This is an optimization exercise on Yosys and OpenROAD, whose aim is small area, a short achievable clock period and few clock cycles per item, not a production implementation.
Where RTL was checked, it was by simulation tests only, not by an equivalence proof against the original.
Power is estimated from default activity; no workload was simulated.

== main ==
==> module fp, before the edit <==
module fp(out,done,a,b,start,clk,rst);
input wire [9:0]a,b;
input wire start;
input wire clk,rst;
output wire [9:0]out;
output reg done;
wire [8:0] lt_b = ~a[8:0] & b[8:0];
wire [8:0] eq_b = ~(a[8:0] ^ b[8:0]);
wire lt87 = lt_b[8] | (eq_b[8] & lt_b[7]);  wire eq87 = eq_b[8] & eq_b[7];
wire lt65 = lt_b[6] | (eq_b[6] & lt_b[5]);  wire eq65 = eq_b[6] & eq_b[5];
wire lt43 = lt_b[4] | (eq_b[4] & lt_b[3]);  wire eq43 = eq_b[4] & eq_b[3];
wire lt21 = lt_b[2] | (eq_b[2] & lt_b[1]);  wire eq21 = eq_b[2] & eq_b[1];
wire lt85 = lt87 | (eq87 & lt65);           wire eq85 = eq87 & eq65;
wire lt41 = lt43 | (eq43 & lt21);           wire eq41 = eq43 & eq21;
wire lt40 = lt41 | (eq41 & lt_b[0]);        wire eq40 = eq41 & eq_b[0];
wire a_lt_b = lt85 | (eq85 & lt40);
wire a_eq_b = eq85 & eq40;
wire [3:0] ea = a[8:5], eb = b[8:5];
wire [3:0] bo_ab, bo_ba;    
assign bo_ab[0] = 1'b0;
assign bo_ab[1] = ~ea[0] & eb[0];
assign bo_ab[2] = (~ea[1] & eb[1]) | (eq_b[6] & bo_ab[1]);
assign bo_ab[3] = (~ea[2] & eb[2]) | (eq_b[7] & (~ea[1] & eb[1])) | (eq_b[7] & eq_b[6] & bo_ab[1]);
assign bo_ba[0] = 1'b0;
assign bo_ba[1] = ~eb[0] & ea[0];
assign bo_ba[2] = (~eb[1] & ea[1]) | (eq_b[6] & bo_ba[1]);
assign bo_ba[3] = (~eb[2] & ea[2]) | (eq_b[7] & (~eb[1] & ea[1])) | (eq_b[7] & eq_b[6] & bo_ba[1]);
wire [3:0] dab = ~eq_b[8:5] ^ bo_ab;
wire [3:0] dba = ~eq_b[8:5] ^ bo_ba;
wire [5:0] ma = {1'b1, a[4:0]};
wire [5:0] mb = {1'b1, b[4:0]};
wire sub = a[9] ^ b[9];
wire [5:0] mx = a_lt_b ? mb : ma;
wire [3:0] d = lt85 ? dba : dab;
wire [5:0] my = ((a_lt_b ? ma : mb) >> d) ^ {6{sub}};
wire [9:0] x = a_lt_b ? b : a;
wire [5:0] p = mx ^ my;
wire [5:0] g = mx & my;
wire cin = sub;
wire g10 = g[1] | (p[1] & g[0]);           wire p10 = p[1] & p[0];
wire g32 = g[3] | (p[3] & g[2]);           wire p32 = p[3] & p[2];
wire g54 = g[5] | (p[5] & g[4]);           wire p54 = p[5] & p[4];
wire g0c = g[0] | (p[0] & cin);
wire c0 = cin;
wire c1 = g0c;
wire c2 = g10 | (p10 & cin);
wire c3 = g[2] | (p[2] & c2);
wire g30 = g32 | (p32 & g10);              wire p30 = p32 & p10;
wire c4 = g30 | (p30 & cin);
wire c5 = g[4] | (p[4] & c4);
wire c6 = g54 | (p54 & c4);
reg [6:0] mag;
reg [3:0] r_e;
reg r_s;
always @(posedge clk) begin
  mag <= {c6 & ~sub, p ^ {c5, c4, c3, c2, c1, c0}};
  r_e <= x[8:5];
  r_s <= x[9];
  if (rst) done <= 1'b0;
  else done <= start;
end
wire h6 = mag[6];
wire h5 = ~mag[6] & mag[5];
wire h4 = ~mag[6] & ~mag[5] & mag[4];
wire h3 = ~|mag[6:4] & mag[3];
wire h2 = ~|mag[6:3] & mag[2];
wire h1 = ~|mag[6:2] & mag[1];
wire h0 = ~|mag[6:1];
wire [4:0] m = ({5{h6}} & mag[5:1])
             | ({5{h5}} & mag[4:0])
             | ({5{h4}} & {mag[3:0], 1'b0})
             | ({5{h3}} & {mag[2:0], 2'b0})
             | ({5{h2}} & {mag[1:0], 3'b0})
             | ({5{h1}} & {mag[0], 4'b0});
wire [3:0] ep1 = r_e + 4'd1;
wire [3:0] em1 = r_e - 4'd1;
wire [3:0] em2 = r_e - 4'd2;
wire [3:0] em3 = r_e - 4'd3;
wire [3:0] em4 = r_e - 4'd4;
wire [3:0] em5 = r_e - 4'd5;
wire [3:0] e = ({4{h6}} & ep1) | ({4{h5}} & r_e) | ({4{h4}} & em1)
             | ({4{h3}} & em2) | ({4{h2}} & em3) | ({4{h1}} & em4)
             | ({4{h0}} & em5);
wire zero = ~|mag;
assign out = zero ? 10'd0 : {r_s, e, m};
endmodule
export LEC_CHECK = 0
export ABC_AREA = 1
export CAP_MARGIN = 20
export CORE_MARGIN = 2
export CORE_UTILIZATION = 40
export SLEW_MARGIN = 20
export BUFFER_PORTS_ARGS = -buffer_cell sky130_fd_sc_hd__buf_1
create_clock -name core_clock -period 8.0 [get_ports {clk}]
standard.sh (not shown) runs the stock make flow with config.mk's settings and CLKGATE_MAP_FILE= SYNTH_SCRIPT=/design/flow/synth_recipe.tcl, a recipe that flattens the netlist after the stock synthesis.
==> flow/flow/run.sh <==
#!/bin/bash
# The standard layout with two changes, each tool's output in its own log:
#  - synthesis is the standard flow's own script (synth_recipe.tcl) run without ORFS's
#    adder extraction (ADDER_MAP_FILE empty), so ABC maps the whole logic,
#    and, if flow/abc.script exists, with that ABC script in place of
#    ORFS's; registers, flattening and renaming are as in the standard run
#  - flow/extra.mk adds ORFS settings to config.mk (port buffer cell, ...)
# The rest is the standard.sh, unchanged.
set -e
cat flow/extra.mk >> config.mk
{ head -1 synth_recipe.tcl; cat flow/abc_swap.tcl; tail -n +2 synth_recipe.tcl; } > my_synth.tcl
if [ -f flow/abc.script ]; then export FLOW_ABC_SCRIPT=$PWD/flow/abc.script; fi
bash standard.sh ADDER_MAP_FILE= SYNTH_SCRIPT=$PWD/my_synth.tcl synth > synth.log 2>&1
bash standard.sh > standard.log 2>&1
==> flow/flow/abc.script <==
strash
balance
rewrite
refactor
balance
rewrite
rewrite -z
balance
refactor -z
rewrite -z
balance
balance
rewrite
refactor
balance
rewrite
rewrite -z
balance
refactor -z
rewrite -z
balance
dch -f
map -B 0.9
topo
stime -c
buffer -c
upsize -c
dnsize -c
==> flow/flow/abc_swap.tcl <==
# Map the combinational logic with the ABC script named by FLOW_ABC_SCRIPT
# instead of ORFS's; every other step of the synthesis is unchanged.
if {[info exists ::env(FLOW_ABC_SCRIPT)] && $::env(FLOW_ABC_SCRIPT) ne ""} {
  proc abc {args} {
    set i [lsearch -exact $args -script]
    if {$i >= 0} { set args [lreplace $args [expr {$i + 1}] [expr {$i + 1}] $::env(FLOW_ABC_SCRIPT)] }
    yosys abc {*}$args
  }
}
==> flow/flow/extra.mk <==
export BUFFER_PORTS_ARGS = -buffer_cell sky130_fd_sc_hd__buf_1
Testbench counts of main, summed over its fixed seeds: cycles 24,000, items 24,000.
> inputs changed (main -> the feature branch)
--- a/flow/design.v
+++ b/flow/design.v
@@ -30,9 +30,9 @@
 wire [5:0] ma = {1'b1, a[4:0]};
 wire [5:0] mb = {1'b1, b[4:0]};
 wire sub = a[9] ^ b[9];
 wire [5:0] mx = a_lt_b ? mb : ma;
-wire [3:0] d = lt85 ? dba : dab;
+wire [3:0] d = (lt85 ? eb : ea) - (lt85 ? ea : eb);
 wire [5:0] my = ((a_lt_b ? ma : mb) >> d) ^ {6{sub}};
 wire [9:0] x = a_lt_b ? b : a;
 wire [5:0] p = mx ^ my;
 wire [5:0] g = mx & my;
### Flow results
When the feature branch is measured against main, its maximum fanout count along the critical path turns out 17 higher.
Final standard cell count with taps included and fillers excluded ends up higher on main.
Of the two values seen for slowest cell on the critical path, sky130_fd_sc_hd__dfxtp_1 was produced by main and sky130_fd_sc_hd__or2_1 by the feature branch.
[compare] base=main new=the feature branch: number of fill cells moved down; share of final-layout standard cells stronger than drive strength 1 moved up; relative contribution of the clock network to total power moved up.
Summary: pre-CTS setup slack, the feature branch worse than main
Comparing the feature branch and main, actual transition at the worst max-transition pin is lower on main.
The critical path class comes out in2reg in one run and reg2out in the other, namely in the feature branch and main respectively.
main consumes more power than the feature branch.
Diff main -> the feature branch: post-synthesis share of cell area spent on xor and xnor gates higher, critical path depth went up.
Only the layout flow was run in the feature branch; the RTL was not checked for function there.

---

Setup of the reference run:
The RTL this note starts from:
==> flow/design.v <==
module fp(out,done,a,b,start,clk,rst);
input wire [9:0]a,b;
input wire start;
input wire clk,rst;
output wire [9:0]out;
output reg done;
wire a_lt_b = a[8:0] < b[8:0];
wire [9:0] x = a_lt_b ? b : a;
wire [9:0] y = a_lt_b ? a : b;
wire [3:0] dab = a[8:5] - b[8:5];
wire [3:0] dba = b[8:5] - a[8:5];
wire [3:0] d = a_lt_b ? dba : dab;
wire sub = a[9] ^ b[9];
wire [5:0] mx = {1'b1, x[4:0]};
wire [5:0] my = ({1'b1, y[4:0]} >> d) ^ {6{sub}};
reg [5:0] r_p;
reg [4:0] r_g;    
reg [3:0] r_e;
reg r_s, r_sub;
always @(posedge clk) begin
  r_p <= mx ^ my;
  r_g <= mx[4:0] & my[4:0];
  r_e <= x[8:5];
  r_s <= x[9];
  r_sub <= sub;
  if (rst) done <= 1'b0;
  else done <= start;
end
wire [5:0] p = r_p;
wire [5:0] g = {~r_p[5], r_g};
wire cin = r_sub;
wire g10 = g[1] | (p[1] & g[0]);           wire p10 = p[1] & p[0];
wire g32 = g[3] | (p[3] & g[2]);           wire p32 = p[3] & p[2];
wire g54 = g[5] | (p[5] & g[4]);           wire p54 = p[5] & p[4];
wire g0c = g[0] | (p[0] & cin);
wire c0 = cin;
wire c1 = g0c;
wire c2 = g10 | (p10 & cin);
wire c3 = g[2] | (p[2] & c2);
wire g30 = g32 | (p32 & g10);              wire p30 = p32 & p10;
wire c4 = g30 | (p30 & cin);
wire c5 = g[4] | (p[4] & c4);
wire c6 = g54 | (p54 & c4);
wire [6:0] mag = {c6 & ~r_sub, p ^ {c5, c4, c3, c2, c1, c0}};
wire h6 = mag[6];
wire h5 = ~mag[6] & mag[5];
wire h4 = ~mag[6] & ~mag[5] & mag[4];
wire h3 = ~|mag[6:4] & mag[3];
wire h2 = ~|mag[6:3] & mag[2];
wire h1 = ~|mag[6:2] & mag[1];
wire h0 = ~|mag[6:1];
wire [3:0] ep1 = r_e + 4'd1;
wire [3:0] em1 = r_e - 4'd1;
wire [3:0] em2 = r_e - 4'd2;
wire [3:0] em3 = r_e - 4'd3;
wire [3:0] em4 = r_e - 4'd4;
wire [3:0] em5 = r_e - 4'd5;
wire [4:0] m = ({5{h6}} & mag[5:1])
             | ({5{h5}} & mag[4:0])
             | ({5{h4}} & {mag[3:0], 1'b0})
             | ({5{h3}} & {mag[2:0], 2'b0})
             | ({5{h2}} & {mag[1:0], 3'b0})
             | ({5{h1}} & {mag[0], 4'b0});
wire [3:0] e = ({4{h6}} & ep1) | ({4{h5}} & r_e) | ({4{h4}} & em1)
             | ({4{h3}} & em2) | ({4{h2}} & em3) | ({4{h1}} & em4)
             | ({4{h0}} & em5);
wire zero = r_sub & (&r_p);
assign out = zero ? 10'd0 : {r_s, e, m};
endmodule
export LEC_CHECK = 0
export ABC_AREA = 1
export CAP_MARGIN = 20
export CORE_MARGIN = 2
export CORE_UTILIZATION = 40
export SLEW_MARGIN = 20
export BUFFER_PORTS_ARGS = -buffer_cell sky130_fd_sc_hd__buf_2
create_clock -name core_clock -period 8.0 [get_ports {clk}]
==> flow/flow/abc.script <==
strash
dch
map -B 0.9
topo
stime -c
buffer -c
upsize -c
dnsize -c
strash
dch
map -B 0.9
topo
stime -c
buffer -c
upsize -c
dnsize -c
==> flow/flow/extra.mk <==
export BUFFER_PORTS_ARGS = -buffer_cell sky130_fd_sc_hd__buf_2
Scripts as last shown in full above: flow/flow/run.sh, flow/flow/abc_swap.tcl
The following lists how the trial run was set up differently from the reference run:
-- flow/design.v --
<<< the reference run, line 5
output wire [9:0]out;
output reg done;
wire a_lt_b = a[8:0] < b[8:0];
wire [9:0] x = a_lt_b ? b : a;
wire [9:0] y = a_lt_b ? a : b;
wire [3:0] dab = a[8:5] - b[8:5];
wire [3:0] dba = b[8:5] - a[8:5];
wire [3:0] d = a_lt_b ? dba : dab;
wire sub = a[9] ^ b[9];
wire [5:0] mx = {1'b1, x[4:0]};
wire [5:0] my = ({1'b1, y[4:0]} >> d) ^ {6{sub}};
reg [5:0] r_p;
reg [4:0] r_g;    
>>> the trial run, line 5
output wire [9:0]out;
output reg done;
wire [8:0] lt_b = ~a[8:0] & b[8:0];
wire [8:0] eq_b = ~(a[8:0] ^ b[8:0]);
wire lt87 = lt_b[8] | (eq_b[8] & lt_b[7]);  wire eq87 = eq_b[8] & eq_b[7];
wire lt65 = lt_b[6] | (eq_b[6] & lt_b[5]);  wire eq65 = eq_b[6] & eq_b[5];
wire lt43 = lt_b[4] | (eq_b[4] & lt_b[3]);  wire eq43 = eq_b[4] & eq_b[3];
wire lt21 = lt_b[2] | (eq_b[2] & lt_b[1]);  wire eq21 = eq_b[2] & eq_b[1];
wire lt85 = lt87 | (eq87 & lt65);           wire eq85 = eq87 & eq65;
wire lt41 = lt43 | (eq43 & lt21);           wire eq41 = eq43 & eq21;
wire lt40 = lt41 | (eq41 & lt_b[0]);        wire eq40 = eq41 & eq_b[0];
wire a_lt_b = lt85 | (eq85 & lt40);
wire a_eq_b = eq85 & eq40;
wire [3:0] ea = a[8:5], eb = b[8:5];
wire [3:0] bo_ab, bo_ba;    
assign bo_ab[0] = 1'b0;
assign bo_ab[1] = ~ea[0] & eb[0];
assign bo_ab[2] = (~ea[1] & eb[1]) | (eq_b[6] & bo_ab[1]);
assign bo_ab[3] = (~ea[2] & eb[2]) | (eq_b[7] & (~ea[1] & eb[1])) | (eq_b[7] & eq_b[6] & bo_ab[1]);
assign bo_ba[0] = 1'b0;
assign bo_ba[1] = ~eb[0] & ea[0];
assign bo_ba[2] = (~eb[1] & ea[1]) | (eq_b[6] & bo_ba[1]);
assign bo_ba[3] = (~eb[2] & ea[2]) | (eq_b[7] & (~eb[1] & ea[1])) | (eq_b[7] & eq_b[6] & bo_ba[1]);
wire [3:0] dab = ~eq_b[8:5] ^ bo_ab;
wire [3:0] dba = ~eq_b[8:5] ^ bo_ba;
wire [5:0] ma = {1'b1, a[4:0]};
wire [5:0] mb = {1'b1, b[4:0]};
wire sub = a[9] ^ b[9];
wire [5:0] mx = a_lt_b ? mb : ma;
wire [3:0] d = lt85 ? dba : dab;
wire [5:0] my = ((a_lt_b ? ma : mb) >> d) ^ {6{sub}};
wire [9:0] x = a_lt_b ? b : a;
reg [5:0] r_p;
reg [4:0] r_g;    
==> comparison <==
Taking the reference run as the reference, in the trial run vias after detailed routing decreased about 4%, wire length went down by 0.44%, fraction of area in non-clock buffers shows no meaningful change, post-route worst setup slack went up 0.086 ns.
Number of tap instances: the trial run < the reference run
Post-synthesis compound-gate area fraction, the trial run and the reference run: smaller value in the trial run
Looking at number of standard cells in the layout, taps in and fillers out, the trial run sits 10 below the reference run.
Testbench counts of the trial run, summed over its fixed seeds: cycles 24,000, items 24,000.
The RTL of the reference run was laid out without a check of its function.

==> separate check: timing with driven ports <==
How much do the figures lean on ideal ports? The routed layouts below were timed once more, with nothing changed but the port constraints. Step 1 assumes that a clkbuf_16 drives the clock port and a buf_2 every other input. Step 2, shift: input delay + t, output delay - t, t = (earliest + latest rising clock arrival at the registers) / 2. This alone moves slack from input paths to output paths. Slacks: no drivers / after step 1 / after step 2; pairs: no drivers / after step 1.
run	shift t [ns]	setup slack, ns	clock arrival spread, ns	worst register clock-pin slew, ns	worst data-port slew with drivers (ns)
main	0.257	4.370 / 4.346 / 4.133	0.001 / 0.002	0.05 / 0.05	0.04
the feature branch	0.256	4.307 / 4.307 / 4.051	0.004 / 0.004	0.05 / 0.05	0.03
the reference run	0.268	4.045 / 4.022 / 4.290	0.000 / 0.001	0.06 / 0.06	0.03
the trial run	0.268	4.131 / 4.110 / 4.377	0.005 / 0.005	0.06 / 0.06	0.03
After both steps every run listed still meets setup and hold. The setup slack of the feature branch, which loses most, moves by 0.000 ns with the drivers and by -0.256 ns with both steps.
